This design comes from an exercise in tuning for small area, a short achievable clock period and few clock cycles per item on the open sky130 flow, not from production work. Function was checked by simulation only, so behaviour that the tests miss may differ from the original. The flow treats the clock pin as an ideal source. Dropping or thinning the clock tree relies on that and would not hold on a real chip. Power and IR drop assume default switching activity.

## the previous run
// packet_parser
module packet_parser (
	input  logic         clk,
	input  logic         rst_n,       
	input  logic         s_tvalid,
	input  logic [7:0]   s_tdata,
	input  logic         s_tlast,
	output logic         s_tready,
	output logic         m_tvalid,
	input  logic         m_tready,
	output logic [367:0] m_tdata
	);
Size: ~380 I/O pins.
clock: 13.5 ns
lec_check: 0
cap_margin: 20
core_margin: 2
core_utilization: 65
place_density: 0.8
slew_margin: 20
standard.sh (not shown) runs the stock make flow with config.mk's settings and CLKGATE_MAP_FILE= SYNTH_SCRIPT=/design/flow/synth_recipe.tcl, a recipe that flattens the netlist after the stock synthesis.
==> flow/flow/run.sh <==
#!/bin/bash
# Own layout flow: the standard synthesis and layout, with
#  - plain sky130 buffers on the ports instead of the delay buffer the
#    resizer picks by default;
#  - a clock tree of fewer, larger sink clusters and no dummy loads;
#  - timing repair asked to reach a setup slack margin, so that it works on
#    the paths that set the achieved period (the constraints are unchanged).
set -euo pipefail
bash standard.sh synth > synth.log 2>&1
bash standard.sh finish \
  BUFFER_PORTS_ARGS="-buffer_cell sky130_fd_sc_hd__buf_1" \
  CTS_ARGS="-sink_clustering_enable -repair_clock_nets -sink_clustering_size 30 -sink_clustering_max_diameter 100 -buf_list sky130_fd_sc_hd__clkbuf_16 -dont_use_dummy_load" \
  SETUP_SLACK_MARGIN=9.5 > layout.log 2>&1
Testbench counts of the previous run, summed over its fixed seeds: cycles 152,901, packets 320.
[inputs] the current run vs the previous run
==> flow/flow/run.sh <==
#!/bin/bash
# Own layout flow: the standard synthesis and layout, with
#  - plain sky130 buffers on the ports instead of the delay buffer the
#    resizer picks by default;
#  - a clock tree of fewer, larger sink clusters and no dummy loads, whose
#    middle level is then taken out (flow/bypass.tcl);
#  - timing repair asked to reach a setup slack margin, so that it works on
#    the paths that set the achieved period (the constraints are unchanged).
set -euo pipefail
bash standard.sh synth > synth.log 2>&1
bash standard.sh finish \
  BUFFER_PORTS_ARGS="-buffer_cell sky130_fd_sc_hd__buf_1" \
  CTS_ARGS="-sink_clustering_enable -repair_clock_nets -sink_clustering_size 30 -sink_clustering_max_diameter 100 -buf_list sky130_fd_sc_hd__clkbuf_16 -dont_use_dummy_load" \
  POST_CTS_TCL="$PWD/flow/bypass.tcl" \
  SETUP_SLACK_MARGIN=9.5 > layout.log 2>&1
==> flow/flow/bypass.tcl (new file) <==
# Run after clock tree synthesis (POST_CTS_TCL): take out the middle level
# of the clock tree, so that the root buffer drives the leaf buffers
# directly. Every register keeps the same number of buffers (two) between
# it and the clock port, so the tree stays balanced.
set block [ord::get_db_block]
set cnet [[$block findBTerm clk] getNet]
set root ""
foreach it [$cnet getITerms] { set root [$it getInst] }
set rnet ""
foreach it [$root getITerms] {
  if {[$it isOutputSignal]} { set rnet [$it getNet] }
}
set mids {}
foreach it [$rnet getITerms] {
  if {[$it isInputSignal]} { lappend mids [$it getInst] }
}
set n 0
foreach mid $mids {
  if {![string match "*clkbuf*" [[$mid getMaster] getName]]} continue
  set onet ""
  foreach o [$mid getITerms] {
    if {[$o isOutputSignal]} { set onet [$o getNet] }
  }
  if {$onet eq ""} continue
  set loads {}
  set ok 1
  foreach l [$onet getITerms] {
    if {[$l isInputSignal]} {
      lappend loads $l
      if {![string match "*clkbuf*" [[[$l getInst] getMaster] getName]]} { set ok 0 }
    }
  }
  if {!$ok} continue
  foreach l $loads {
    $l disconnect
    $l connect $rnet
  }
  odb::dbInst_destroy $mid
  odb::dbNet_destroy $onet
  incr n
}
puts "bypass.tcl: removed $n middle clock buffers; root drives [llength [$rnet getITerms]] pins"
Results
Comparing the previous run with the current run, the non-filler instance count after layout came out essentially unchanged. Switching power total came out lower on the current run than on the previous run. Status: total wire length parity (the previous run, the current run). Looking at via count of the first global-routing pass, the current run sits 23 lower than the previous run does. Between the current run and the previous run, the final net count figures differ only marginally. Compared with the previous run, the current run shows a lower via count. Measured against each other, the current run and the previous run differ in final instance area, the higher figure coming from the previous run.

[static timing again, ports no longer ideal]
Ports are ideal in the flow. The routed layouts listed here were re-timed in OpenROAD.
Step 1 sets driving cells, clkbuf_16 on the clock port and buf_2 on the other inputs (assumed; they add their load-dependent delay and slew).
Step 2 also shifts input and output timing later by t, the mid clock arrival at the registers, as if the neighbouring blocks saw the same clock.
Three values: no drivers, after step 1, after step 2; two values: the first two.
| run | shift t [ns] | setup WS [ns] | worst data-port slew with drivers (ns) |
|---|---|---|---|
| the previous run | 0.545 | 9.580 / 9.533 / 9.288 | 0.03 |
| the current run | 0.498 | 9.632 / 9.584 / 9.287 | 0.03 |
After both steps every run listed still meets setup and hold. For the current run, which loses most, drivers alone change the setup slack by -0.048 ns; drivers and shift together by -0.345 ns.
